Source: an optimization exercise on an open RTL-to-GDS flow (aim: small area, a short achievable clock period and few clock cycles). Production flows keep margins and buffers that such runs may drop. The RTL was checked by simulation tests, not by an equivalence proof against the original design. The flow treats the clock pin as an ideal source, which a real chip does not have.

## flow/design.v (module list and top-level ports; edited modules follow where they fit)
// module alu: 1728 lines
// module fa_cell: 4 lines
// module ha_cell: 4 lines
module alu #(
    parameter INST_W = 4,
    parameter INT_W  = 6,
    parameter FRAC_W = 10,
    parameter DATA_W = INT_W + FRAC_W
)(
    input                      i_clk,
    input                      i_rst_n,
    input                      i_in_valid,
    output                     o_busy,
    input         [INST_W-1:0] i_inst,
    input  signed [DATA_W-1:0] i_data_a,
    input  signed [DATA_W-1:0] i_data_b,
    output                     o_out_valid,
    output        [DATA_W-1:0] o_data
);
  // ...
==> flow/flow/run.sh <==
#!/bin/bash
# Standard synthesis, then the standard layout steps with a larger setup
# margin for repair_timing, plain buffers on the ports and larger clock-tree
# sink clusters. After clock-tree synthesis the root buffer, which only drives
# the two buffers of the next level, is removed (the clock port then drives
# those two buffers). Each step's output goes to its own log file here.
set -euo pipefail
HERE=$(pwd)
ARGS=(SETUP_SLACK_MARGIN=28
  "BUFFER_PORTS_ARGS=-buffer_cell sky130_fd_sc_hd__buf_2"
  "CTS_ARGS=-sink_clustering_enable -repair_clock_nets -sink_clustering_size 25 -sink_clustering_max_diameter 80")
bash standard.sh synth > flow_synth.log 2>&1
bash standard.sh "${ARGS[@]}" cts > flow_cts.log 2>&1
CTS_ODB=$HERE/orfs/results/$FLOW_PLATFORM/alu/base/4_cts.odb
IN_ODB=$CTS_ODB OUT_ODB=$CTS_ODB.tmp openroad -no_init -exit "$HERE/flow/rmroot.tcl" > flow_rmroot.log 2>&1
mv "$CTS_ODB.tmp" "$CTS_ODB"
bash standard.sh "${ARGS[@]}" finish > flow_layout.log 2>&1
==> flow/flow/rmroot.tcl <==
# Remove the clock-tree root buffer that only fans out to the next level,
# driving its loads straight from the clock port.
read_db $::env(IN_ODB)
set block [ord::get_db_block]
set clk_net [$block findNet i_clk]
set iterms [$clk_net getITerms]
if {[llength $iterms] == 1} {
  set root [[lindex $iterms 0] getInst]
  set out_net ""
  foreach it [$root getITerms] {
    if {[$it isOutputSignal]} { set out_net [$it getNet] }
  }
  set loads [$out_net getITerms]
  set nl 0
  foreach it $loads { if {[$it isInputSignal]} { incr nl } }
  puts "root [$root getName] drives $nl pins"
  if {$nl <= 4} {
    foreach it $loads {
      if {[$it isInputSignal]} { $it disconnect; $it connect $clk_net }
    }
    foreach it [$root getITerms] { if {[$it getNet] ne "NULL"} { $it disconnect } }
    odb::dbInst_destroy $root
    odb::dbNet_destroy $out_net
    puts "removed root buffer"
  }
}
write_db $::env(OUT_ODB)
==> flow/standard.sh <==
#!/bin/bash
# synth_recipe.tcl (not shown) runs the flow's synth.tcl, then flattens the netlist and writes it again
# the make line also repeats each setting of config.mk as NAME=value (left out here)
make -C /OpenROAD-flow-scripts/flow DESIGN_CONFIG=/design/flow/config.mk WORK_HOME=/design/flow/orfs CLKGATE_MAP_FILE= SYNTH_SCRIPT=/design/flow/synth_recipe.tcl "${@:-finish}"
==> flow/config.mk <==
export PLATFORM = sky130hd
export DESIGN_NAME = alu
export DESIGN_NICKNAME = alu
export VERILOG_FILES = /design/flow/design.v
export SDC_FILE = /design/flow/constraint.sdc
export NUM_CORES = 4
export LEC_CHECK = 0
export CAP_MARGIN = 20
export CORE_MARGIN = 2
export CORE_UTILIZATION = 50
export SLEW_MARGIN = 20
export SYNTH_HIERARCHICAL = 1
==> flow/constraint.sdc <==
create_clock -name core_clock -period 36.0 [get_ports {i_clk}]
set_input_delay 7.2000 -clock core_clock [delete_from_list [all_inputs] [get_ports {i_clk}]]
set_output_delay 7.2000 -clock core_clock [all_outputs]
set_load 0.01 [all_outputs]
==> impl_metrics.tcl, run 1 <==
set metrics [dict create \
    outcome "complete, no violations" \
    die_w_microns 299 \
    final-max-slew-violation-count 0 \
    wl_per_cell_microns 25.5 \
    synth_top_area_cell "fa_1" \
    end_kind "output port" \
    met3_usage_pct 5.16 \
    crit_chain "buf_6" \
    nonClkBufAreaFrac_pct 2.65 \
    syn-num-nets 5047 \
    final_cell_mix "559 x xnor2_1, 479 x a22oi_1, 427 x fa_1" \
    slowest_stage "dfrtp_1" \
    top_layer "met4" \
    ys_seq_elements 421 \
    grt_max_degree 103 \
    nets 4861 \
    drc 0 \
    vias 34200 \
    drv_cap 0 \
    crit_arrival_ns 0.96 \
    multiInputGateArea_sq_um 31200 \
    nFillCells 7853 \
    synth_top_family_by_area "adder cells" \
    yosysMostFrequentCell "xnor2_1" \
    placed_area_sq_um 44800 \
    drtIter0Drc 3494 \
    cts_setup_buffers 0 \
    crit_buf_inv 1 \
]
Testbench counts, summed over its fixed seeds: cycles 6,264.
==> inputs of run 2 (changes only) <==
--- a/flow/design.v
+++ b/flow/design.v
@@ -1629,17 +1629,480 @@
 wire t_955, t_956;
 fa_cell u_t_955 (.a(t_821), .b(t_820), .c(uc[64]), .s(t_955), .co(t_956));
 wire t_957, t_958;
 fa_cell u_t_957 (.a(t_823), .b(t_822), .c(uc[65]), .s(t_957), .co(t_958));
 wire t_959, t_960;
 fa_cell u_t_959 (.a(t_825), .b(t_824), .c(uc[66]), .s(t_959), .co(t_960));
 wire [66:0] ur0 = {t_959,t_957,t_955,t_953,t_951,t_949,t_947,t_945,t_943,t_941,t_939,t_937,t_935,t_933,t_931,t_929,t_927,t_925,t_923,t_921,t_919,t_917,t_915,t_913,t_911,t_909,t_907,t_905,t_903,t_901,t_899,t_897,t_895,t_893,t_891,t_889,t_887,t_885,t_883,t_881,t_879,t_877,t_875,t_873,t_871,t_869,t_867,t_865,t_863,t_861,t_859,t_857,t_855,t_853,t_851,t_849,t_847,t_845,t_843,t_841,t_839,t_837,t_835,t_833,t_831,t_829,t_827};
 wire [66:0] ur1 = {t_958,t_956,t_954,t_952,t_950,t_948,t_946,t_944,t_942,t_940,t_938,t_936,t_934,t_932,t_930,t_928,t_926,t_924,t_922,t_920,t_918,t_916,t_914,t_912,t_910,t_908,t_906,t_904,t_902,t_900,t_898,t_896,t_894,t_892,t_890,t_888,t_886,t_884,t_882,t_880,t_878,t_876,t_874,t_872,t_870,t_868,t_866,t_864,t_862,t_860,t_858,t_856,t_854,t_852,t_850,t_848,t_846,t_844,t_842,t_840,t_838,t_836,t_834,t_832,t_830,t_828,1'b0};
-wire [66:0] uy = ur0 + ur1;
+wire [66:0] uy_g0 = ur0 & ur1;
+wire [66:0] uy_p0 = ur0 ^ ur1;
+wire uy_G0_1 = uy_g0[1] | (uy_p0[1] & uy_g0[0]);
+wire uy_P0_1 = uy_p0[1] & uy_p0[0];
+wire uy_G0_3 = uy_g0[3] | (uy_p0[3] & uy_g0[2]);
+wire uy_P0_3 = uy_p0[3] & uy_p0[2];
+wire uy_G0_5 = uy_g0[5] | (uy_p0[5] & uy_g0[4]);
+wire uy_P0_5 = uy_p0[5] & uy_p0[4];
+wire uy_G0_7 = uy_g0[7] | (uy_p0[7] & uy_g0[6]);
+wire uy_P0_7 = uy_p0[7] & uy_p0[6];
+wire uy_G0_9 = uy_g0[9] | (uy_p0[9] & uy_g0[8]);
+wire uy_P0_9 = uy_p0[9] & uy_p0[8];
+wire uy_G0_11 = uy_g0[11] | (uy_p0[11] & uy_g0[10]);
+wire uy_P0_11 = uy_p0[11] & uy_p0[10];
+wire uy_G0_13 = uy_g0[13] | (uy_p0[13] & uy_g0[12]);
+wire uy_P0_13 = uy_p0[13] & uy_p0[12];
+wire uy_G0_15 = uy_g0[15] | (uy_p0[15] & uy_g0[14]);
+wire uy_P0_15 = uy_p0[15] & uy_p0[14];
+wire uy_G0_17 = uy_g0[17] | (uy_p0[17] & uy_g0[16]);
+wire uy_P0_17 = uy_p0[17] & uy_p0[16];
+wire uy_G0_19 = uy_g0[19] | (uy_p0[19] & uy_g0[18]);
+wire uy_P0_19 = uy_p0[19] & uy_p0[18];
+wire uy_G0_21 = uy_g0[21] | (uy_p0[21] & uy_g0[20]);
+wire uy_P0_21 = uy_p0[21] & uy_p0[20];
+wire uy_G0_23 = uy_g0[23] | (uy_p0[23] & uy_g0[22]);
+wire uy_P0_23 = uy_p0[23] & uy_p0[22];
+wire uy_G0_25 = uy_g0[25] | (uy_p0[25] & uy_g0[24]);
+wire uy_P0_25 = uy_p0[25] & uy_p0[24];
+wire uy_G0_27 = uy_g0[27] | (uy_p0[27] & uy_g0[26]);
+wire uy_P0_27 = uy_p0[27] & uy_p0[26];
+wire uy_G0_29 = uy_g0[29] | (uy_p0[29] & uy_g0[28]);
+wire uy_P0_29 = uy_p0[29] & uy_p0[28];
+wire uy_G0_31 = uy_g0[31] | (uy_p0[31] & uy_g0[30]);
+wire uy_P0_31 = uy_p0[31] & uy_p0[30];
+wire uy_G0_33 = uy_g0[33] | (uy_p0[33] & uy_g0[32]);
+wire uy_P0_33 = uy_p0[33] & uy_p0[32];
+wire uy_G0_35 = uy_g0[35] | (uy_p0[35] & uy_g0[34]);
+wire uy_P0_35 = uy_p0[35] & uy_p0[34];
+wire uy_G0_37 = uy_g0[37] | (uy_p0[37] & uy_g0[36]);
+wire uy_P0_37 = uy_p0[37] & uy_p0[36];
+wire uy_G0_39 = uy_g0[39] | (uy_p0[39] & uy_g0[38]);
+wire uy_P0_39 = uy_p0[39] & uy_p0[38];
+wire uy_G0_41 = uy_g0[41] | (uy_p0[41] & uy_g0[40]);
+wire uy_P0_41 = uy_p0[41] & uy_p0[40];
+wire uy_G0_43 = uy_g0[43] | (uy_p0[43] & uy_g0[42]);
+wire uy_P0_43 = uy_p0[43] & uy_p0[42];
+wire uy_G0_45 = uy_g0[45] | (uy_p0[45] & uy_g0[44]);
+wire uy_P0_45 = uy_p0[45] & uy_p0[44];
+wire uy_G0_47 = uy_g0[47] | (uy_p0[47] & uy_g0[46]);
+wire uy_P0_47 = uy_p0[47] & uy_p0[46];
+wire uy_G0_49 = uy_g0[49] | (uy_p0[49] & uy_g0[48]);
+wire uy_P0_49 = uy_p0[49] & uy_p0[48];
+wire uy_G0_51 = uy_g0[51] | (uy_p0[51] & uy_g0[50]);
+wire uy_P0_51 = uy_p0[51] & uy_p0[50];
+wire uy_G0_53 = uy_g0[53] | (uy_p0[53] & uy_g0[52]);
+wire uy_P0_53 = uy_p0[53] & uy_p0[52];
+wire uy_G0_55 = uy_g0[55] | (uy_p0[55] & uy_g0[54]);
+wire uy_P0_55 = uy_p0[55] & uy_p0[54];
+wire uy_G0_57 = uy_g0[57] | (uy_p0[57] & uy_g0[56]);
+wire uy_P0_57 = uy_p0[57] & uy_p0[56];
+wire uy_G0_59 = uy_g0[59] | (uy_p0[59] & uy_g0[58]);
+wire uy_P0_59 = uy_p0[59] & uy_p0[58];
+wire uy_G0_61 = uy_g0[61] | (uy_p0[61] & uy_g0[60]);
+wire uy_P0_61 = uy_p0[61] & uy_p0[60];
+wire uy_G0_63 = uy_g0[63] | (uy_p0[63] & uy_g0[62]);
+wire uy_P0_63 = uy_p0[63] & uy_p0[62];
+wire uy_G0_65 = uy_g0[65] | (uy_p0[65] & uy_g0[64]);
+wire uy_P0_65 = uy_p0[65] & uy_p0[64];
+wire uy_G1_2 = uy_g0[2] | (uy_p0[2] & uy_G0_1);
+wire uy_P1_2 = uy_p0[2] & uy_P0_1;
+wire uy_G1_3 = uy_G0_3 | (uy_P0_3 & uy_G0_1);
+wire uy_P1_3 = uy_P0_3 & uy_P0_1;
+wire uy_G1_6 = uy_g0[6] | (uy_p0[6] & uy_G0_5);
+wire uy_P1_6 = uy_p0[6] & uy_P0_5;
+wire uy_G1_7 = uy_G0_7 | (uy_P0_7 & uy_G0_5);
+wire uy_P1_7 = uy_P0_7 & uy_P0_5;
+wire uy_G1_10 = uy_g0[10] | (uy_p0[10] & uy_G0_9);
+wire uy_P1_10 = uy_p0[10] & uy_P0_9;
+wire uy_G1_11 = uy_G0_11 | (uy_P0_11 & uy_G0_9);
+wire uy_P1_11 = uy_P0_11 & uy_P0_9;
+wire uy_G1_14 = uy_g0[14] | (uy_p0[14] & uy_G0_13);
+wire uy_P1_14 = uy_p0[14] & uy_P0_13;
+wire uy_G1_15 = uy_G0_15 | (uy_P0_15 & uy_G0_13);
+wire uy_P1_15 = uy_P0_15 & uy_P0_13;
+wire uy_G1_18 = uy_g0[18] | (uy_p0[18] & uy_G0_17);
+wire uy_P1_18 = uy_p0[18] & uy_P0_17;
+wire uy_G1_19 = uy_G0_19 | (uy_P0_19 & uy_G0_17);
+wire uy_P1_19 = uy_P0_19 & uy_P0_17;
+wire uy_G1_22 = uy_g0[22] | (uy_p0[22] & uy_G0_21);
+wire uy_P1_22 = uy_p0[22] & uy_P0_21;
+wire uy_G1_23 = uy_G0_23 | (uy_P0_23 & uy_G0_21);
+wire uy_P1_23 = uy_P0_23 & uy_P0_21;
+wire uy_G1_26 = uy_g0[26] | (uy_p0[26] & uy_G0_25);
+wire uy_P1_26 = uy_p0[26] & uy_P0_25;
+wire uy_G1_27 = uy_G0_27 | (uy_P0_27 & uy_G0_25);
+wire uy_P1_27 = uy_P0_27 & uy_P0_25;
+wire uy_G1_30 = uy_g0[30] | (uy_p0[30] & uy_G0_29);
+wire uy_P1_30 = uy_p0[30] & uy_P0_29;
+wire uy_G1_31 = uy_G0_31 | (uy_P0_31 & uy_G0_29);
+wire uy_P1_31 = uy_P0_31 & uy_P0_29;
+wire uy_G1_34 = uy_g0[34] | (uy_p0[34] & uy_G0_33);
+wire uy_P1_34 = uy_p0[34] & uy_P0_33;
+wire uy_G1_35 = uy_G0_35 | (uy_P0_35 & uy_G0_33);
+wire uy_P1_35 = uy_P0_35 & uy_P0_33;
+wire uy_G1_38 = uy_g0[38] | (uy_p0[38] & uy_G0_37);
+wire uy_P1_38 = uy_p0[38] & uy_P0_37;
+wire uy_G1_39 = uy_G0_39 | (uy_P0_39 & uy_G0_37);
+wire uy_P1_39 = uy_P0_39 & uy_P0_37;
+wire uy_G1_42 = uy_g0[42] | (uy_p0[42] & uy_G0_41);
+wire uy_P1_42 = uy_p0[42] & uy_P0_41;
+wire uy_G1_43 = uy_G0_43 | (uy_P0_43 & uy_G0_41);
+wire uy_P1_43 = uy_P0_43 & uy_P0_41;
+wire uy_G1_46 = uy_g0[46] | (uy_p0[46] & uy_G0_45);
+wire uy_P1_46 = uy_p0[46] & uy_P0_45;
+wire uy_G1_47 = uy_G0_47 | (uy_P0_47 & uy_G0_45);
+wire uy_P1_47 = uy_P0_47 & uy_P0_45;
+wire uy_G1_50 = uy_g0[50] | (uy_p0[50] & uy_G0_49);
+wire uy_P1_50 = uy_p0[50] & uy_P0_49;
+wire uy_G1_51 = uy_G0_51 | (uy_P0_51 & uy_G0_49);
+wire uy_P1_51 = uy_P0_51 & uy_P0_49;
+wire uy_G1_54 = uy_g0[54] | (uy_p0[54] & uy_G0_53);
+wire uy_P1_54 = uy_p0[54] & uy_P0_53;
+wire uy_G1_55 = uy_G0_55 | (uy_P0_55 & uy_G0_53);
+wire uy_P1_55 = uy_P0_55 & uy_P0_53;
+wire uy_G1_58 = uy_g0[58] | (uy_p0[58] & uy_G0_57);
+wire uy_P1_58 = uy_p0[58] & uy_P0_57;
+wire uy_G1_59 = uy_G0_59 | (uy_P0_59 & uy_G0_57);
+wire uy_P1_59 = uy_P0_59 & uy_P0_57;
+wire uy_G1_62 = uy_g0[62] | (uy_p0[62] & uy_G0_61);
+wire uy_P1_62 = uy_p0[62] & uy_P0_61;
+wire uy_G1_63 = uy_G0_63 | (uy_P0_63 & uy_G0_61);
+wire uy_P1_63 = uy_P0_63 & uy_P0_61;
+wire uy_G1_66 = uy_g0[66] | (uy_p0[66] & uy_G0_65);
+wire uy_P1_66 = uy_p0[66] & uy_P0_65;
+wire uy_G2_4 = uy_g0[4] | (uy_p0[4] & uy_G1_3);
+wire uy_P2_4 = uy_p0[4] & uy_P1_3;
+wire uy_G2_5 = uy_G0_5 | (uy_P0_5 & uy_G1_3);
+wire uy_P2_5 = uy_P0_5 & uy_P1_3;
+wire uy_G2_6 = uy_G1_6 | (uy_P1_6 & uy_G1_3);
+wire uy_P2_6 = uy_P1_6 & uy_P1_3;
+wire uy_G2_7 = uy_G1_7 | (uy_P1_7 & uy_G1_3);
+wire uy_P2_7 = uy_P1_7 & uy_P1_3;
+wire uy_G2_12 = uy_g0[12] | (uy_p0[12] & uy_G1_11);
+wire uy_P2_12 = uy_p0[12] & uy_P1_11;
+wire uy_G2_13 = uy_G0_13 | (uy_P0_13 & uy_G1_11);
+wire uy_P2_13 = uy_P0_13 & uy_P1_11;
+wire uy_G2_14 = uy_G1_14 | (uy_P1_14 & uy_G1_11);
+wire uy_P2_14 = uy_P1_14 & uy_P1_11;
+wire uy_G2_15 = uy_G1_15 | (uy_P1_15 & uy_G1_11);
+wire uy_P2_15 = uy_P1_15 & uy_P1_11;
+wire uy_G2_20 = uy_g0[20] | (uy_p0[20] & uy_G1_19);
+wire uy_P2_20 = uy_p0[20] & uy_P1_19;
+wire uy_G2_21 = uy_G0_21 | (uy_P0_21 & uy_G1_19);
+wire uy_P2_21 = uy_P0_21 & uy_P1_19;
+wire uy_G2_22 = uy_G1_22 | (uy_P1_22 & uy_G1_19);
+wire uy_P2_22 = uy_P1_22 & uy_P1_19;
+wire uy_G2_23 = uy_G1_23 | (uy_P1_23 & uy_G1_19);
+wire uy_P2_23 = uy_P1_23 & uy_P1_19;
+wire uy_G2_28 = uy_g0[28] | (uy_p0[28] & uy_G1_27);
+wire uy_P2_28 = uy_p0[28] & uy_P1_27;
+wire uy_G2_29 = uy_G0_29 | (uy_P0_29 & uy_G1_27);
+wire uy_P2_29 = uy_P0_29 & uy_P1_27;
+wire uy_G2_30 = uy_G1_30 | (uy_P1_30 & uy_G1_27);
+wire uy_P2_30 = uy_P1_30 & uy_P1_27;
+wire uy_G2_31 = uy_G1_31 | (uy_P1_31 & uy_G1_27);
+wire uy_P2_31 = uy_P1_31 & uy_P1_27;
+wire uy_G2_36 = uy_g0[36] | (uy_p0[36] & uy_G1_35);
+wire uy_P2_36 = uy_p0[36] & uy_P1_35;
+wire uy_G2_37 = uy_G0_37 | (uy_P0_37 & uy_G1_35);
+wire uy_P2_37 = uy_P0_37 & uy_P1_35;
+wire uy_G2_38 = uy_G1_38 | (uy_P1_38 & uy_G1_35);
+wire uy_P2_38 = uy_P1_38 & uy_P1_35;
+wire uy_G2_39 = uy_G1_39 | (uy_P1_39 & uy_G1_35);
+wire uy_P2_39 = uy_P1_39 & uy_P1_35;
+wire uy_G2_44 = uy_g0[44] | (uy_p0[44] & uy_G1_43);
+wire uy_P2_44 = uy_p0[44] & uy_P1_43;
+wire uy_G2_45 = uy_G0_45 | (uy_P0_45 & uy_G1_43);
+wire uy_P2_45 = uy_P0_45 & uy_P1_43;
+wire uy_G2_46 = uy_G1_46 | (uy_P1_46 & uy_G1_43);
+wire uy_P2_46 = uy_P1_46 & uy_P1_43;
+wire uy_G2_47 = uy_G1_47 | (uy_P1_47 & uy_G1_43);
+wire uy_P2_47 = uy_P1_47 & uy_P1_43;
+wire uy_G2_52 = uy_g0[52] | (uy_p0[52] & uy_G1_51);
+wire uy_P2_52 = uy_p0[52] & uy_P1_51;
+wire uy_G2_53 = uy_G0_53 | (uy_P0_53 & uy_G1_51);
+wire uy_P2_53 = uy_P0_53 & uy_P1_51;
+wire uy_G2_54 = uy_G1_54 | (uy_P1_54 & uy_G1_51);
+wire uy_P2_54 = uy_P1_54 & uy_P1_51;
+wire uy_G2_55 = uy_G1_55 | (uy_P1_55 & uy_G1_51);
+wire uy_P2_55 = uy_P1_55 & uy_P1_51;
+wire uy_G2_60 = uy_g0[60] | (uy_p0[60] & uy_G1_59);
+wire uy_P2_60 = uy_p0[60] & uy_P1_59;
+wire uy_G2_61 = uy_G0_61 | (uy_P0_61 & uy_G1_59);
+wire uy_P2_61 = uy_P0_61 & uy_P1_59;
+wire uy_G2_62 = uy_G1_62 | (uy_P1_62 & uy_G1_59);
+wire uy_P2_62 = uy_P1_62 & uy_P1_59;
+wire uy_G2_63 = uy_G1_63 | (uy_P1_63 & uy_G1_59);
+wire uy_P2_63 = uy_P1_63 & uy_P1_59;
+wire uy_G3_8 = uy_g0[8] | (uy_p0[8] & uy_G2_7);
+wire uy_P3_8 = uy_p0[8] & uy_P2_7;
+wire uy_G3_9 = uy_G0_9 | (uy_P0_9 & uy_G2_7);
+wire uy_P3_9 = uy_P0_9 & uy_P2_7;
+wire uy_G3_10 = uy_G1_10 | (uy_P1_10 & uy_G2_7);
+wire uy_P3_10 = uy_P1_10 & uy_P2_7;
+wire uy_G3_11 = uy_G1_11 | (uy_P1_11 & uy_G2_7);
+wire uy_P3_11 = uy_P1_11 & uy_P2_7;
+wire uy_G3_12 = uy_G2_12 | (uy_P2_12 & uy_G2_7);
+wire uy_P3_12 = uy_P2_12 & uy_P2_7;
+wire uy_G3_13 = uy_G2_13 | (uy_P2_13 & uy_G2_7);
+wire uy_P3_13 = uy_P2_13 & uy_P2_7;
+wire uy_G3_14 = uy_G2_14 | (uy_P2_14 & uy_G2_7);
+wire uy_P3_14 = uy_P2_14 & uy_P2_7;
+wire uy_G3_15 = uy_G2_15 | (uy_P2_15 & uy_G2_7);
+wire uy_P3_15 = uy_P2_15 & uy_P2_7;
+wire uy_G3_24 = uy_g0[24] | (uy_p0[24] & uy_G2_23);
+wire uy_P3_24 = uy_p0[24] & uy_P2_23;
+wire uy_G3_25 = uy_G0_25 | (uy_P0_25 & uy_G2_23);
+wire uy_P3_25 = uy_P0_25 & uy_P2_23;
+wire uy_G3_26 = uy_G1_26 | (uy_P1_26 & uy_G2_23);
+wire uy_P3_26 = uy_P1_26 & uy_P2_23;
+wire uy_G3_27 = uy_G1_27 | (uy_P1_27 & uy_G2_23);
+wire uy_P3_27 = uy_P1_27 & uy_P2_23;
+wire uy_G3_28 = uy_G2_28 | (uy_P2_28 & uy_G2_23);
+wire uy_P3_28 = uy_P2_28 & uy_P2_23;
+wire uy_G3_29 = uy_G2_29 | (uy_P2_29 & uy_G2_23);
+wire uy_P3_29 = uy_P2_29 & uy_P2_23;
+wire uy_G3_30 = uy_G2_30 | (uy_P2_30 & uy_G2_23);
+wire uy_P3_30 = uy_P2_30 & uy_P2_23;
+wire uy_G3_31 = uy_G2_31 | (uy_P2_31 & uy_G2_23);
+wire uy_P3_31 = uy_P2_31 & uy_P2_23;
+wire uy_G3_40 = uy_g0[40] | (uy_p0[40] & uy_G2_39);
+wire uy_P3_40 = uy_p0[40] & uy_P2_39;
+wire uy_G3_41 = uy_G0_41 | (uy_P0_41 & uy_G2_39);
+wire uy_P3_41 = uy_P0_41 & uy_P2_39;
+wire uy_G3_42 = uy_G1_42 | (uy_P1_42 & uy_G2_39);
+wire uy_P3_42 = uy_P1_42 & uy_P2_39;
+wire uy_G3_43 = uy_G1_43 | (uy_P1_43 & uy_G2_39);
+wire uy_P3_43 = uy_P1_43 & uy_P2_39;
+wire uy_G3_44 = uy_G2_44 | (uy_P2_44 & uy_G2_39);
+wire uy_P3_44 = uy_P2_44 & uy_P2_39;
+wire uy_G3_45 = uy_G2_45 | (uy_P2_45 & uy_G2_39);
+wire uy_P3_45 = uy_P2_45 & uy_P2_39;
+wire uy_G3_46 = uy_G2_46 | (uy_P2_46 & uy_G2_39);
+wire uy_P3_46 = uy_P2_46 & uy_P2_39;
+wire uy_G3_47 = uy_G2_47 | (uy_P2_47 & uy_G2_39);
+wire uy_P3_47 = uy_P2_47 & uy_P2_39;
+wire uy_G3_56 = uy_g0[56] | (uy_p0[56] & uy_G2_55);
+wire uy_P3_56 = uy_p0[56] & uy_P2_55;
+wire uy_G3_57 = uy_G0_57 | (uy_P0_57 & uy_G2_55);
+wire uy_P3_57 = uy_P0_57 & uy_P2_55;
+wire uy_G3_58 = uy_G1_58 | (uy_P1_58 & uy_G2_55);
+wire uy_P3_58 = uy_P1_58 & uy_P2_55;
+wire uy_G3_59 = uy_G1_59 | (uy_P1_59 & uy_G2_55);
+wire uy_P3_59 = uy_P1_59 & uy_P2_55;
+wire uy_G3_60 = uy_G2_60 | (uy_P2_60 & uy_G2_55);
+wire uy_P3_60 = uy_P2_60 & uy_P2_55;
+wire uy_G3_61 = uy_G2_61 | (uy_P2_61 & uy_G2_55);
+wire uy_P3_61 = uy_P2_61 & uy_P2_55;
+wire uy_G3_62 = uy_G2_62 | (uy_P2_62 & uy_G2_55);
+wire uy_P3_62 = uy_P2_62 & uy_P2_55;
+wire uy_G3_63 = uy_G2_63 | (uy_P2_63 & uy_G2_55);
+wire uy_P3_63 = uy_P2_63 & uy_P2_55;
+wire uy_G4_16 = uy_g0[16] | (uy_p0[16] & uy_G3_15);
+wire uy_P4_16 = uy_p0[16] & uy_P3_15;
+wire uy_G4_17 = uy_G0_17 | (uy_P0_17 & uy_G3_15);
+wire uy_P4_17 = uy_P0_17 & uy_P3_15;
+wire uy_G4_18 = uy_G1_18 | (uy_P1_18 & uy_G3_15);
+wire uy_P4_18 = uy_P1_18 & uy_P3_15;
+wire uy_G4_19 = uy_G1_19 | (uy_P1_19 & uy_G3_15);
+wire uy_P4_19 = uy_P1_19 & uy_P3_15;
+wire uy_G4_20 = uy_G2_20 | (uy_P2_20 & uy_G3_15);
+wire uy_P4_20 = uy_P2_20 & uy_P3_15;
+wire uy_G4_21 = uy_G2_21 | (uy_P2_21 & uy_G3_15);
+wire uy_P4_21 = uy_P2_21 & uy_P3_15;
+wire uy_G4_22 = uy_G2_22 | (uy_P2_22 & uy_G3_15);
+wire uy_P4_22 = uy_P2_22 & uy_P3_15;
+wire uy_G4_23 = uy_G2_23 | (uy_P2_23 & uy_G3_15);
+wire uy_P4_23 = uy_P2_23 & uy_P3_15;
+wire uy_G4_24 = uy_G3_24 | (uy_P3_24 & uy_G3_15);
+wire uy_P4_24 = uy_P3_24 & uy_P3_15;
+wire uy_G4_25 = uy_G3_25 | (uy_P3_25 & uy_G3_15);
+wire uy_P4_25 = uy_P3_25 & uy_P3_15;
+wire uy_G4_26 = uy_G3_26 | (uy_P3_26 & uy_G3_15);
+wire uy_P4_26 = uy_P3_26 & uy_P3_15;
+wire uy_G4_27 = uy_G3_27 | (uy_P3_27 & uy_G3_15);
+wire uy_P4_27 = uy_P3_27 & uy_P3_15;
+wire uy_G4_28 = uy_G3_28 | (uy_P3_28 & uy_G3_15);
+wire uy_P4_28 = uy_P3_28 & uy_P3_15;
+wire uy_G4_29 = uy_G3_29 | (uy_P3_29 & uy_G3_15);
+wire uy_P4_29 = uy_P3_29 & uy_P3_15;
+wire uy_G4_30 = uy_G3_30 | (uy_P3_30 & uy_G3_15);
+wire uy_P4_30 = uy_P3_30 & uy_P3_15;
+wire uy_G4_31 = uy_G3_31 | (uy_P3_31 & uy_G3_15);
+wire uy_P4_31 = uy_P3_31 & uy_P3_15;
+wire uy_G4_48 = uy_g0[48] | (uy_p0[48] & uy_G3_47);
+wire uy_P4_48 = uy_p0[48] & uy_P3_47;
+wire uy_G4_49 = uy_G0_49 | (uy_P0_49 & uy_G3_47);
+wire uy_P4_49 = uy_P0_49 & uy_P3_47;
+wire uy_G4_50 = uy_G1_50 | (uy_P1_50 & uy_G3_47);
+wire uy_P4_50 = uy_P1_50 & uy_P3_47;
+wire uy_G4_51 = uy_G1_51 | (uy_P1_51 & uy_G3_47);
+wire uy_P4_51 = uy_P1_51 & uy_P3_47;
+wire uy_G4_52 = uy_G2_52 | (uy_P2_52 & uy_G3_47);
+wire uy_P4_52 = uy_P2_52 & uy_P3_47;
+wire uy_G4_53 = uy_G2_53 | (uy_P2_53 & uy_G3_47);
+wire uy_P4_53 = uy_P2_53 & uy_P3_47;
+wire uy_G4_54 = uy_G2_54 | (uy_P2_54 & uy_G3_47);
+wire uy_P4_54 = uy_P2_54 & uy_P3_47;
+wire uy_G4_55 = uy_G2_55 | (uy_P2_55 & uy_G3_47);
+wire uy_P4_55 = uy_P2_55 & uy_P3_47;
+wire uy_G4_56 = uy_G3_56 | (uy_P3_56 & uy_G3_47);
+wire uy_P4_56 = uy_P3_56 & uy_P3_47;
+wire uy_G4_57 = uy_G3_57 | (uy_P3_57 & uy_G3_47);
+wire uy_P4_57 = uy_P3_57 & uy_P3_47;
+wire uy_G4_58 = uy_G3_58 | (uy_P3_58 & uy_G3_47);
+wire uy_P4_58 = uy_P3_58 & uy_P3_47;
+wire uy_G4_59 = uy_G3_59 | (uy_P3_59 & uy_G3_47);
+wire uy_P4_59 = uy_P3_59 & uy_P3_47;
+wire uy_G4_60 = uy_G3_60 | (uy_P3_60 & uy_G3_47);
+wire uy_P4_60 = uy_P3_60 & uy_P3_47;
+wire uy_G4_61 = uy_G3_61 | (uy_P3_61 & uy_G3_47);
+wire uy_P4_61 = uy_P3_61 & uy_P3_47;
+wire uy_G4_62 = uy_G3_62 | (uy_P3_62 & uy_G3_47);
+wire uy_P4_62 = uy_P3_62 & uy_P3_47;
+wire uy_G4_63 = uy_G3_63 | (uy_P3_63 & uy_G3_47);
+wire uy_P4_63 = uy_P3_63 & uy_P3_47;
+wire uy_G5_32 = uy_g0[32] | (uy_p0[32] & uy_G4_31);
+wire uy_P5_32 = uy_p0[32] & uy_P4_31;
+wire uy_G5_33 = uy_G0_33 | (uy_P0_33 & uy_G4_31);
+wire uy_P5_33 = uy_P0_33 & uy_P4_31;
+wire uy_G5_34 = uy_G1_34 | (uy_P1_34 & uy_G4_31);
+wire uy_P5_34 = uy_P1_34 & uy_P4_31;
+wire uy_G5_35 = uy_G1_35 | (uy_P1_35 & uy_G4_31);
+wire uy_P5_35 = uy_P1_35 & uy_P4_31;
+wire uy_G5_36 = uy_G2_36 | (uy_P2_36 & uy_G4_31);
+wire uy_P5_36 = uy_P2_36 & uy_P4_31;
+wire uy_G5_37 = uy_G2_37 | (uy_P2_37 & uy_G4_31);
+wire uy_P5_37 = uy_P2_37 & uy_P4_31;
+wire uy_G5_38 = uy_G2_38 | (uy_P2_38 & uy_G4_31);
+wire uy_P5_38 = uy_P2_38 & uy_P4_31;
+wire uy_G5_39 = uy_G2_39 | (uy_P2_39 & uy_G4_31);
+wire uy_P5_39 = uy_P2_39 & uy_P4_31;
+wire uy_G5_40 = uy_G3_40 | (uy_P3_40 & uy_G4_31);
+wire uy_P5_40 = uy_P3_40 & uy_P4_31;
+wire uy_G5_41 = uy_G3_41 | (uy_P3_41 & uy_G4_31);
+wire uy_P5_41 = uy_P3_41 & uy_P4_31;
+wire uy_G5_42 = uy_G3_42 | (uy_P3_42 & uy_G4_31);
+wire uy_P5_42 = uy_P3_42 & uy_P4_31;
+wire uy_G5_43 = uy_G3_43 | (uy_P3_43 & uy_G4_31);
+wire uy_P5_43 = uy_P3_43 & uy_P4_31;
+wire uy_G5_44 = uy_G3_44 | (uy_P3_44 & uy_G4_31);
+wire uy_P5_44 = uy_P3_44 & uy_P4_31;
+wire uy_G5_45 = uy_G3_45 | (uy_P3_45 & uy_G4_31);
+wire uy_P5_45 = uy_P3_45 & uy_P4_31;
+wire uy_G5_46 = uy_G3_46 | (uy_P3_46 & uy_G4_31);
+wire uy_P5_46 = uy_P3_46 & uy_P4_31;
+wire uy_G5_47 = uy_G3_47 | (uy_P3_47 & uy_G4_31);
+wire uy_P5_47 = uy_P3_47 & uy_P4_31;
+wire uy_G5_48 = uy_G4_48 | (uy_P4_48 & uy_G4_31);
+wire uy_P5_48 = uy_P4_48 & uy_P4_31;
+wire uy_G5_49 = uy_G4_49 | (uy_P4_49 & uy_G4_31);
+wire uy_P5_49 = uy_P4_49 & uy_P4_31;
+wire uy_G5_50 = uy_G4_50 | (uy_P4_50 & uy_G4_31);
+wire uy_P5_50 = uy_P4_50 & uy_P4_31;
+wire uy_G5_51 = uy_G4_51 | (uy_P4_51 & uy_G4_31);
+wire uy_P5_51 = uy_P4_51 & uy_P4_31;
+wire uy_G5_52 = uy_G4_52 | (uy_P4_52 & uy_G4_31);
+wire uy_P5_52 = uy_P4_52 & uy_P4_31;
+wire uy_G5_53 = uy_G4_53 | (uy_P4_53 & uy_G4_31);
+wire uy_P5_53 = uy_P4_53 & uy_P4_31;
+wire uy_G5_54 = uy_G4_54 | (uy_P4_54 & uy_G4_31);
+wire uy_P5_54 = uy_P4_54 & uy_P4_31;
+wire uy_G5_55 = uy_G4_55 | (uy_P4_55 & uy_G4_31);
+wire uy_P5_55 = uy_P4_55 & uy_P4_31;
+wire uy_G5_56 = uy_G4_56 | (uy_P4_56 & uy_G4_31);
+wire uy_P5_56 = uy_P4_56 & uy_P4_31;
+wire uy_G5_57 = uy_G4_57 | (uy_P4_57 & uy_G4_31);
+wire uy_P5_57 = uy_P4_57 & uy_P4_31;
+wire uy_G5_58 = uy_G4_58 | (uy_P4_58 & uy_G4_31);
+wire uy_P5_58 = uy_P4_58 & uy_P4_31;
+wire uy_G5_59 = uy_G4_59 | (uy_P4_59 & uy_G4_31);
+wire uy_P5_59 = uy_P4_59 & uy_P4_31;
+wire uy_G5_60 = uy_G4_60 | (uy_P4_60 & uy_G4_31);
+wire uy_P5_60 = uy_P4_60 & uy_P4_31;
+wire uy_G5_61 = uy_G4_61 | (uy_P4_61 & uy_G4_31);
+wire uy_P5_61 = uy_P4_61 & uy_P4_31;
+wire uy_G5_62 = uy_G4_62 | (uy_P4_62 & uy_G4_31);
+wire uy_P5_62 = uy_P4_62 & uy_P4_31;
+wire uy_G5_63 = uy_G4_63 | (uy_P4_63 & uy_G4_31);
+wire uy_P5_63 = uy_P4_63 & uy_P4_31;
+wire uy_G6_64 = uy_g0[64] | (uy_p0[64] & uy_G5_63);
+wire uy_P6_64 = uy_p0[64] & uy_P5_63;
+wire uy_G6_65 = uy_G0_65 | (uy_P0_65 & uy_G5_63);
+wire uy_P6_65 = uy_P0_65 & uy_P5_63;
+wire uy_G6_66 = uy_G1_66 | (uy_P1_66 & uy_G5_63);
+wire uy_P6_66 = uy_P1_66 & uy_P5_63;
+wire [66:0] uy;
+assign uy[0] = uy_p0[0];
+assign uy[1] = uy_p0[1] ^ uy_g0[0];
+assign uy[2] = uy_p0[2] ^ uy_G0_1;
+assign uy[3] = uy_p0[3] ^ uy_G1_2;
+assign uy[4] = uy_p0[4] ^ uy_G1_3;
+assign uy[5] = uy_p0[5] ^ uy_G2_4;
+assign uy[6] = uy_p0[6] ^ uy_G2_5;
+assign uy[7] = uy_p0[7] ^ uy_G2_6;
+assign uy[8] = uy_p0[8] ^ uy_G2_7;
+assign uy[9] = uy_p0[9] ^ uy_G3_8;
+assign uy[10] = uy_p0[10] ^ uy_G3_9;
+assign uy[11] = uy_p0[11] ^ uy_G3_10;
+assign uy[12] = uy_p0[12] ^ uy_G3_11;
+assign uy[13] = uy_p0[13] ^ uy_G3_12;
+assign uy[14] = uy_p0[14] ^ uy_G3_13;
+assign uy[15] = uy_p0[15] ^ uy_G3_14;
+assign uy[16] = uy_p0[16] ^ uy_G3_15;
+assign uy[17] = uy_p0[17] ^ uy_G4_16;
+assign uy[18] = uy_p0[18] ^ uy_G4_17;
+assign uy[19] = uy_p0[19] ^ uy_G4_18;
+assign uy[20] = uy_p0[20] ^ uy_G4_19;
+assign uy[21] = uy_p0[21] ^ uy_G4_20;
+assign uy[22] = uy_p0[22] ^ uy_G4_21;
+assign uy[23] = uy_p0[23] ^ uy_G4_22;
+assign uy[24] = uy_p0[24] ^ uy_G4_23;
+assign uy[25] = uy_p0[25] ^ uy_G4_24;
+assign uy[26] = uy_p0[26] ^ uy_G4_25;
+assign uy[27] = uy_p0[27] ^ uy_G4_26;
+assign uy[28] = uy_p0[28] ^ uy_G4_27;
+assign uy[29] = uy_p0[29] ^ uy_G4_28;
+assign uy[30] = uy_p0[30] ^ uy_G4_29;
+assign uy[31] = uy_p0[31] ^ uy_G4_30;
+assign uy[32] = uy_p0[32] ^ uy_G4_31;
+assign uy[33] = uy_p0[33] ^ uy_G5_32;
+assign uy[34] = uy_p0[34] ^ uy_G5_33;
+assign uy[35] = uy_p0[35] ^ uy_G5_34;
+assign uy[36] = uy_p0[36] ^ uy_G5_35;
+assign uy[37] = uy_p0[37] ^ uy_G5_36;
+assign uy[38] = uy_p0[38] ^ uy_G5_37;
+assign uy[39] = uy_p0[39] ^ uy_G5_38;
+assign uy[40] = uy_p0[40] ^ uy_G5_39;
+assign uy[41] = uy_p0[41] ^ uy_G5_40;
+assign uy[42] = uy_p0[42] ^ uy_G5_41;
+assign uy[43] = uy_p0[43] ^ uy_G5_42;
+assign uy[44] = uy_p0[44] ^ uy_G5_43;
+assign uy[45] = uy_p0[45] ^ uy_G5_44;
+assign uy[46] = uy_p0[46] ^ uy_G5_45;
+assign uy[47] = uy_p0[47] ^ uy_G5_46;
+assign uy[48] = uy_p0[48] ^ uy_G5_47;
+assign uy[49] = uy_p0[49] ^ uy_G5_48;
+assign uy[50] = uy_p0[50] ^ uy_G5_49;
+assign uy[51] = uy_p0[51] ^ uy_G5_50;
+assign uy[52] = uy_p0[52] ^ uy_G5_51;
+assign uy[53] = uy_p0[53] ^ uy_G5_52;
+assign uy[54] = uy_p0[54] ^ uy_G5_53;
+assign uy[55] = uy_p0[55] ^ uy_G5_54;
+assign uy[56] = uy_p0[56] ^ uy_G5_55;
+assign uy[57] = uy_p0[57] ^ uy_G5_56;
+assign uy[58] = uy_p0[58] ^ uy_G5_57;
+assign uy[59] = uy_p0[59] ^ uy_G5_58;
+assign uy[60] = uy_p0[60] ^ uy_G5_59;
+assign uy[61] = uy_p0[61] ^ uy_G5_60;
+assign uy[62] = uy_p0[62] ^ uy_G5_61;
+assign uy[63] = uy_p0[63] ^ uy_G5_62;
+assign uy[64] = uy_p0[64] ^ uy_G5_63;
+assign uy[65] = uy_p0[65] ^ uy_G6_64;
+assign uy[66] = uy_p0[66] ^ uy_G6_65;
 always @(posedge i_clk or negedge i_rst_n) begin
     if (!i_rst_n) begin
         sp <= 2'd0;
         accm <= 37'd0;
     end else begin
         sp <= s1_sine ? 2'd1 : (sp == 2'd3 ? 2'd0 : (sp != 2'd0 ? sp + 2'd1 : 2'd0));
         if (s1_mac) accm <= uy[36:0];
     end
==> run 2 against run 1 <==
Still clean on timing, DRC and antenna. Routed wire length decreased by 7.5%. Critical path depth unchanged. Die area decreased by 2.9%. First-iteration DRC count decreased by 6.4%. Fmax decreased by 0.58%. Via count decreased by 6.0%. Register-to-register slack got worse by 0.08 ns. Clock-buffer cell count decreased by 1. Synthesized cell count decreased by 4.5%. Largest cell class unchanged.
==> impl_metrics.tcl, run 2 <==
set metrics [dict create \
    layout_commonest_cell "xnor2_1" \
    root_buffer "clkbuf_16" \
    tightest_slew_ns 1.15 \
    fp.coreArea_sq_um 83700 \
    end_kind "output port" \
    clock_sinks 421 \
    grt_pass1_wl_microns 198000 \
    hold_path.class "register to register" \
    rows 106 \
    slowest_stage "dfrtp_1" \
    crit_arrival_ns 1.00 \
    period_needed_ns 8.20 \
    clk_latency_ns 0.46 \
    clk_path_buf_depth 3 \
    rsz0062_at_grt "yes" \
    yosys-top-cells-count "552 x xnor2_1, 480 x a22oi_1, 432 x fa_1" \
    synth_area_leaders "fa_1 20%, edfxtp_1 12%, xnor2_1 11%" \
    yosysMostFrequentCell "xnor2_1" \
    cp_top_family "flip-flops" \
    outcome "complete, no violations" \
    hpwl_microns 84100 \
    die_y_microns 295 \
    crit_type "register to output port" \
    postLayoutCoreUtil_pct 53.0 \
    largest_register_ffs 112 \
    area_delta_synth_final_pct 5.02 \
    nets 4682 \
    wirelength_microns 126000 \
    place_congestion 0.939 \
    fmax_mhz 122 \
    initial_core_util_pct 50.5 \
    drv_cap 0 \
    drt_pass1_iterations 7 \
    numCtsBuffers 24 \
    timing.setup.tns_ns 0 \
    clk_pin_slew_ns 0.10 \
    die_w_microns 295 \
    antennaDiodeCount 0 \
    yosysTopAreaCellShare_pct 20.5 \
    grtUsageTotal_pct 29.3 \
    setup.worst_path.start_class "register" \
    ys_seq_area_share_pct 25.0 \
    slowest_delay_ns 0.41 \
    top_regs "Q x112, G x67, accm x37" \
    timing.final.crit_share_pct 22.8 \
    ys_seq_elements 421 \
    tritoncts "yes" \
    finalInstanceArea_sq_um 44300 \
    grt_antenna_before_repair 0 \
    wl_per_cell_microns 24.5 \
    ys_types 89 \
    grt-ovfl-total 0 \
    vias 32100 \
    postRouteAntennaNets 0 \
    relSlewSlack_pct 23.3 \
    ys_warn_count 8 \
    crit_chain "buf_6" \
    io_pins 57 \
    die-area_sq_um 86800 \
    skew_ns 0.0377 \
    ys.flop_type "edfxtp_1" \
    syn-cell-area_sq_um 42200 \
    synthArstFlopShare_pct 19.5 \
    first_global_vias 33100 \
    final-max-slew-violation-count 0 \
    hold_violations 0 \
    synth_edf_count 172 \
    final_cell_mix "552 x xnor2_1, 480 x a22oi_1, 432 x fa_1" \
    drtIter0Drc 3272 \
    worstPathRequired_ns 28.80 \
    crit_buf_inv 1 \
    syn_inst 4184 \
    routed_via_density 6.22 \
    drc 0 \
    drive_gt1_share_pct 9.24 \
    largest-register "Q" \
    grt_max_degree 102 \
    syn-num-nets 4856 \
    syn_avg_cell_area_sq_um 10.1 \
    portBuffers 56 \
    htree_levels 1 \
    setup_viol 0 \
    nFillCells 7581 \
    crit_fanout 1 \
    synth_top_area_cell "fa_1" \
    placed_area_sq_um 43500 \
]
-- run 2: cell types whose count changed after synthesis, sizes merged, moves of 15 or more --
cell    change
a211oi     -18
nand4      -15
nor2       -24
nand2      -24
o21bai     -15
a21oi      -20
mux2i      -46
-- run 2: worst paths after layout --
check / startpoint / endpoint / slack (ns) / cells after the start
worst max-delay path: out_v$_DFF_PN0_ / o_out_valid / 27.80 / 1
worst min-delay path: l3_d[2]$_DFF_P_ / l4_d[2]$_DFF_P_ / 0.33 / 0
worst max register to register: b_neg[4]$_DFFE_PP_ / G[65]$_DFF_P_ / 28.18 / 20
worst min register to register: l3_d[2]$_DFF_P_ / l4_d[2]$_DFF_P_ / 0.33 / 0
max in group asynchronous: i_rst_n / l4_f[0]$_DFF_PN0_ / 28.37 / 2
min in group asynchronous: i_rst_n / s0_v$_DFF_PN0_ / 6.65 / 1
-- run 2: what timing repair did --
item,4_1_cts,5_1_grt
endpoints found under the hold margin,0,0
resized for setup,3,22
hold buffers,0,0
buffers inserted,0,1
pin swaps,0,1
endpoints found under the setup margin,20,88
-- run 2: logic make-up after synthesis --
kind of cell	share of synthesized area, %
compound gates	17.3
xor+xnor	13.9
fa+ha+maj	26.4
simple gates	6.41
buf+inv	4.53
flops	25.0
mux	6.44
-- run 2: layout make-up --
| cell class | instances | area, sq um | area share, % |
|---|---|---|---|
| repair buffers | 165 | 1160 | 2.61 |
| multi-input cells | 3258 | 29900 | 67.4 |
| clock inverters | 12 | 139 | 0.313 |
| inverters | 141 | 529 | 1.19 |
| clock buffers | 31 | 626 | 1.41 |
| flip-flops and latches | 421 | 10600 | 23.8 |
| well taps | 1134 | 1420 | 3.20 |
-- run 2: per-module statistics from Yosys, one instance, submodules excluded --
| module | times used | cell area, sq um |
|---|---|---|
| ha_cell | 66 | 12.5 |
| fa_cell | 414 | 20.0 |
| alu | 1 | 33100 |
-- run 2: stage by stage --
stage | hold WS, ns | instances | setup WS (ns)
finish | 0.331 | 5162 | 27.80
global route | 0.336 | 5162 | 27.76
CTS | 0.329 | 5162 | 27.62
detailed placement | 0.314 | 5118 | 27.46
global placement | 0.312 | 5117 | 27.39
floorplan | 0.310 | 4184 | 28.18
-- run 2: routing by layer --
| metal | up-vias | GRT usage [%] | routed length, microns |
|---|---|---|---|
| li1 | 14300 | - | - |
| met1 | 16100 | 40.9 | 54900 |
| met2 | 1460 | 47.4 | 58800 |
| met3 | 251 | 4.11 | 9120 |
| met4 | 0 | 8.51 | 3570 |
| met5 | - | 0 | 0 |
Testbench counts of run 2, summed over its fixed seeds: cycles 6,264.
==> inputs of run 3 (changes only) <==
--- a/flow/config.mk
+++ b/flow/config.mk
@@ -8,5 +8,5 @@
 export CAP_MARGIN = 20
 export CORE_MARGIN = 2
-export CORE_UTILIZATION = 50
+export CORE_UTILIZATION = 65
 export SLEW_MARGIN = 20
 export SYNTH_HIERARCHICAL = 1
==> run 3 against run 2 <==
Global-route usage is 10 points higher. Critical endpoint unchanged. Via count is 5.8% higher. Cell area is 0.74% lower. Synthesized area stayed put. Still clean on timing, DRC and antenna.
==> impl_metrics.tcl, run 3 <==
set metrics [dict create \
    rr_worst_depth 21 \
    top_regs "Q x112, G x67, accm x37" \
    worstPathRequired_ns 28.80 \
    grt-ovfl-total 0 \
    r2r_end "G[65]$_DFF_P_" \
    fp.coreArea_sq_um 64300 \
    nFillCells 4939 \
    timing.final.crit_share_pct 22.7 \
    end_kind "output port" \
    syn-num-nets 4856 \
    setup.worst_path.start_class "register" \
    worstSetupEndpoint "o_out_valid" \
    r2r-start "s1_fresh$_DFF_PN0_" \
    crit_cells 1 \
    nets 4681 \
    postRouteAntennaNets 0 \
    clk_pin_slew_ns 0.10 \
    grt_pass1_wl_microns 204000 \
    wirelength_microns 133000 \
    die_w_microns 259 \
    io_pins 57 \
    ys_types 89 \
    place_congestion 0.967 \
    drc 0 \
    drt_pass1_iterations 6 \
    rsz0062_at_grt "yes" \
    area_delta_synth_final_pct 4.25 \
    crit_chain "buf_2" \
    outcome "complete, no violations" \
    largest-register "Q" \
    drive_gt1_share_pct 9.14 \
    cts_hold_buf 0 \
    drtIter0Drc 3996 \
    synth_top_area_cell "fa_1" \
    grtUsageTotal_pct 39.3 \
    skew_ns 0.0216 \
    relSlewSlack_pct 25.5 \
    antennaDiodeCount 0 \
    vias 33900 \
    layout_commonest_cell "xnor2_1" \
    htree_levels 1 \
    yosys-top-cells-count "552 x xnor2_1, 480 x a22oi_1, 432 x fa_1" \
    reg2reg_slack_ns 28.08 \
    tritoncts "yes" \
    tightest_slew_ns 1.12 \
    wl_per_cell_microns 27.3 \
    hold_violations 0 \
    die_y_microns 259 \
    grt_antenna_before_repair 0 \
    ys.flop_type "edfxtp_1" \
    clk_latency_ns 0.45 \
    syn-cell-area_sq_um 42200 \
    fmax_mhz 122 \
    synth_area_leaders "fa_1 20%, edfxtp_1 12%, xnor2_1 11%" \
    crit_fanout 1 \
    grt_max_degree 99 \
    crit_arrival_ns 0.97 \
    hold_slack_ns 0.333 \
    hold_path.class "register to register" \
    cp_top_family "flip-flops" \
    yosysTopAreaCellShare_pct 20.5 \
    slowest_stage "dfrtp_1" \
    routed_via_density 6.95 \
    die-area_sq_um 67000 \
    period_needed_ns 8.17 \
    portBuffers 56 \
    first_global_vias 35400 \
    syn_avg_cell_area_sq_um 10.1 \
    setup_viol 0 \
    cp-startpoint "out_v$_DFF_PN0_" \
    ys_seq_elements 421 \
    final-max-slew-violation-count 0 \
    initial_core_util_pct 65.6 \
    root_buffer "clkbuf_16" \
    clock_sinks 421 \
    ys_warn_count 8 \
    drv_cap 0 \
    timing.setup.tns_ns 0 \
    ys_seq_area_share_pct 25.0 \
    rows 93 \
    clk_path_buf_depth 3 \
    crit_type "register to output port" \
    final_cell_mix "552 x xnor2_1, 480 x a22oi_1, 432 x fa_1" \
    synth_edf_count 172 \
    synthArstFlopShare_pct 19.5 \
    numCtsBuffers 23 \
    largest_register_ffs 112 \
    slowest_delay_ns 0.39 \
    syn_inst 4184 \
    hpwl_microns 88000 \
    yosysMostFrequentCell "xnor2_1" \
    crit_buf_inv 1 \
]
run 3: cell counts after synthesis:
Identical to the previous run, type by type.
run 3: timing repair:
item	4_1_cts	5_1_grt
setup buffers	0	0
resized for setup	10	29
pin swaps	0	0
endpoints found under the setup margin	20	59
run 3: how the worst min path moves through the flow:
stage	start	to	slack, ns	cells past startpoint
after floorplan	l2_d[0]$_DFF_P_	l3_d[0]$_DFF_P_	0.31	0
after global placement	l3_d[3]$_DFF_P_	l4_d[3]$_DFF_P_	0.31	0
after detailed placement	l3_d[3]$_DFF_P_	l4_d[3]$_DFF_P_	0.31	0
after CTS	l3_d[15]$_DFF_P_	l4_d[15]$_DFF_P_	0.33	0
after global routing	l3_d[15]$_DFF_P_	l4_d[15]$_DFF_P_	0.33	0
final	l2_d[1]$_DFF_P_	l3_d[1]$_DFF_P_	0.33	0
run 3: through the flow:
stage          util (%)  cell area (sq um)  setup WS [ns]  cells
2_1_floorplan         -              42200          28.18   4184
3_3_place_gp       66.9              43100          27.52   4838
3_5_place_dp       67.0              43100          27.61   4840
4_1_cts            68.2              43900          27.67   4882
5_1_grt            68.4              44000          27.81   4881
6_report           68.4              44000          27.83   4881
run 3: kinds of logic (layout without fill, tap and decap cells):
kind of cell / count (synthesis) / count (layout) / synth area share [%]
AOI/OAI and AO/OA: 1104 / 1104 / 17.3
xor gates and xnor gates: 669 / 669 / 13.9
adders and majority gates: 633 / 633 / 26.4
buffers and inverters: 505 / 347 / 4.53
DFF: 421 / 421 / 25.0
muxes: 257 / 257 / 6.44
and+or+nand+nor: 595 / 595 / 6.41
run 3: layout make-up:
cell class                      instances  area (sq um)  area share (%)
Multi-Input combinational cell       3258         29900            68.0
Sequential cell                       421         10600            24.0
Timing Repair Buffer                  165          1190            2.71
Tap cell                              855          1070            2.43
Clock buffer                           33           613            1.39
Inverter                              141           529            1.20
Clock inverter                          8           123           0.279
run 3: per-layer routing:
metal | routed length, microns | vias to the layer above | track usage (%) | share of wire [%]
met2 | 61200 | 2325 | 62.6 | 46
met3 | 14000 | 505 | 9.09 | 10
met1 | 51500 | 16800 | 51.7 | 39
met4 | 6360 | 0 | 17.1 | 4.8
met5 | 0 | - | 0 | 0
li1 | - | 14300 | - | -
run 3: Yosys stat by module, one instance, submodules excluded:
module   times used  cells  flip-flops and latches  area [sq um]
fa_cell         414      1                       0          20.0
alu               1   3704                     421         33100
ha_cell          66      1                       0          12.5
==> inputs of run 4 (changes only) <==
--- a/flow/config.mk
+++ b/flow/config.mk
@@ -6,7 +6,7 @@
 export NUM_CORES = 4
 export LEC_CHECK = 0
-export CAP_MARGIN = 20
+export CAP_MARGIN = 5
 export CORE_MARGIN = 2
-export CORE_UTILIZATION = 65
-export SLEW_MARGIN = 20
+export CORE_UTILIZATION = 50
+export SLEW_MARGIN = 5
 export SYNTH_HIERARCHICAL = 1
==> run 4 against run 3 <==
Die area is 30% higher. Non-clock buffer count is 1 lower. Largest cell class unchanged. Global-route usage is 10 points lower.
==> impl_metrics.tcl, run 4 <==
set metrics [dict create \
    ys.flop_type "edfxtp_1" \
    final_cell_mix "552 x xnor2_1, 480 x a22oi_1, 432 x fa_1" \
    worstPathRequired_ns 28.80 \
    numCtsBuffers 25 \
    clk_pin_slew_ns 0.10 \
    slowest_stage "dfrtp_1" \
    portBuffers 56 \
    largest_register_ffs 112 \
    crit_type "register to output port" \
    fp.coreArea_sq_um 83700 \
    finalInstanceArea_sq_um 44400 \
    crit_chain "buf_6" \
    yosysMostFrequentCell "xnor2_1" \
    drc 0 \
    ys_seq_elements 421 \
    synthArstFlopShare_pct 19.5 \
    slowest_delay_ns 0.42 \
    outcome "complete, no violations" \
    drv_cap 0 \
    clk_path_buf_depth 3 \
    syn_inst 4184 \
    routed_via_density 6.24 \
    rows 106 \
    top_regs "Q x112, G x67, accm x37" \
    place_congestion 0.939 \
    timing.final.crit_share_pct 22.8 \
    tightest_slew_ns 1.15 \
    relSlewSlack_pct 23.1 \
    setup.worst_path.start_class "register" \
    nFillCells 7552 \
    ys_types 89 \
    fmax_mhz 122 \
    grtUsageTotal_pct 29.2 \
    nets 4682 \
    placed_area_sq_um 43400 \
    drtIter0Drc 3073 \
    cp_top_family "flip-flops" \
    crit_fanout 1 \
    die_y_microns 295 \
    die_w_microns 295 \
    clk_latency_ns 0.46 \
    hpwl_microns 83900 \
    hold_violations 0 \
    timing.setup.tns_ns 0 \
    grt_antenna_before_repair 0 \
    wirelength_microns 127000 \
    ys_warn_count 8 \
    drt_pass1_iterations 6 \
    synth_area_leaders "fa_1 20%, edfxtp_1 12%, xnor2_1 11%" \
    antennaDiodeCount 0 \
    grt_max_degree 102 \
    synth_top_area_cell "fa_1" \
    die-area_sq_um 86800 \
    grt-ovfl-total 0 \
    wl_per_cell_microns 24.5 \
    final-max-slew-violation-count 0 \
    largest-register "Q" \
    syn_avg_cell_area_sq_um 10.1 \
    crit_buf_inv 1 \
    initial_core_util_pct 50.5 \
    postLayoutCoreUtil_pct 53.0 \
    clock_sinks 421 \
    reg2reg_slack_ns 28.21 \
    synth_edf_count 172 \
    root_buffer "clkbuf_16" \
    rsz0062_at_grt "yes" \
    drive_gt1_share_pct 9.26 \
    hold_slack_ns 0.328 \
    syn-num-nets 4856 \
    tritoncts "yes" \
    first_global_vias 32900 \
    crit_arrival_ns 1.01 \
    area_delta_synth_final_pct 5.08 \
    io_pins 57 \
    ys_seq_area_share_pct 25.0 \
    syn-cell-area_sq_um 42200 \
    htree_levels 1 \
    yosys-top-cells-count "552 x xnor2_1, 480 x a22oi_1, 432 x fa_1" \
    yosysTopAreaCellShare_pct 20.5 \
    end_kind "output port" \
    postRouteAntennaNets 0 \
    setup_viol 0 \
    hold_path.class "register to register" \
    vias 32200 \
    skew_ns 0.0277 \
    layout_commonest_cell "xnor2_1" \
    grt_pass1_wl_microns 197000 \
    period_needed_ns 8.21 \
]
run 4: per-module statistics from Yosys, one instance, submodules excluded:
module | times used | area, sq um | flip-flops and latches | cells
alu | 1 | 33100 | 421 | 3704
fa_cell | 414 | 20.0 | 0 | 1
ha_cell | 66 | 12.5 | 0 | 1
run 4: worst paths after layout:
path / startpoint / end / cells after the start
setup / recovery: out_v$_DFF_PN0_ / o_out_valid / 1
hold / removal: l3_d[5]$_DFF_P_ / l4_d[5]$_DFF_P_ / 0
setup reg to reg: b_neg[3]$_DFFE_PP_ / G[65]$_DFF_P_ / 20
hold reg to reg: l3_d[5]$_DFF_P_ / l4_d[5]$_DFF_P_ / 0
max in group asynchronous: i_rst_n / l4_f[0]$_DFF_PN0_ / 2
min in group asynchronous: i_rst_n / s0_v$_DFF_PN0_ / 1
run 4: what timing repair did:
item                       4_1_cts  5_1_grt
gates cloned                     0        0
buffers inserted                 0        1
setup endpoints to repair       20       86
hold buffers                     0        0
pin swaps                        0        1
resized for setup                5       23
run 4: through the flow:
stage	setup WS [ns]	cells
final	27.79	5163
after global routing	27.76	5163
after CTS	27.62	5163
after detailed placement	27.45	5117
after global placement	27.39	5117
after floorplan	28.18	4184
run 4: final cells by class:
class	count	area (sq um)	area share (%)
inverters	141	529	1.19
well taps	1134	1420	3.20
multi-input cells	3258	29900	67.4
clock inverters	13	169	0.381
repair buffers	164	1160	2.61
clock buffers	32	631	1.42
flip-flops and latches	421	10600	23.8
run 4: kinds of logic (layout without fill, tap and decap cells):
group | count (synthesis) | after routing | synth area share (%)
AND/OR/NAND/NOR | 595 | 595 | 6.41
adder cells (fa/ha/maj) | 633 | 633 | 26.4
multiplexers | 257 | 257 | 6.44
AO/OA/AOI/OAI | 1104 | 1104 | 17.3
buffers and inverters | 505 | 350 | 4.53
flip-flops | 421 | 421 | 25.0
XOR/XNOR | 669 | 669 | 13.9
run 4: layer usage:
layer / global-route usage (%) / up-vias / wire length (microns)
li1: - / 14400 / -
met1: 40.8 / 16200 / 54900
met2: 47.7 / 1404 / 59300
met3: 4.46 / 213 / 9340
met4: 7.19 / 0 / 2940
met5: 0 / - / 0

separate check: timing with driven ports:
The flow's constraints put no driver on any port. The routed layouts listed below were extracted and timed again, unchanged, in two steps. Step 1: set_driving_cell puts a clkbuf_16 on i_clk and a buf_2 on each other input, an assumption about the parent block. Step 2 times the ports against the registers' clock, not the clock port: input delays grow and output delays shrink by t, the midpoint of the rising clock arrivals with the driver on. Slacks: no drivers / after step 1 / after step 2; pairs: no drivers / after step 1.
run | t, ns | setup WS [ns] | latest minus earliest clock arrival (ns)
run 1 | 0.523 | 27.843 / 27.762 / 27.602 | 0.030 / 0.030
run 2 | 0.530 | 27.795 / 27.710 / 27.895 | 0.042 / 0.043
run 3 | 0.522 | 27.826 / 27.740 / 27.875 | 0.022 / 0.021
run 4 | 0.527 | 27.789 / 27.710 / 27.862 | 0.030 / 0.030
After both steps every run listed still meets setup and hold. The setup slack of run 1, which loses most, moves by -0.081 ns with the drivers and by -0.241 ns with both steps. Setup slack includes reset recovery checks.
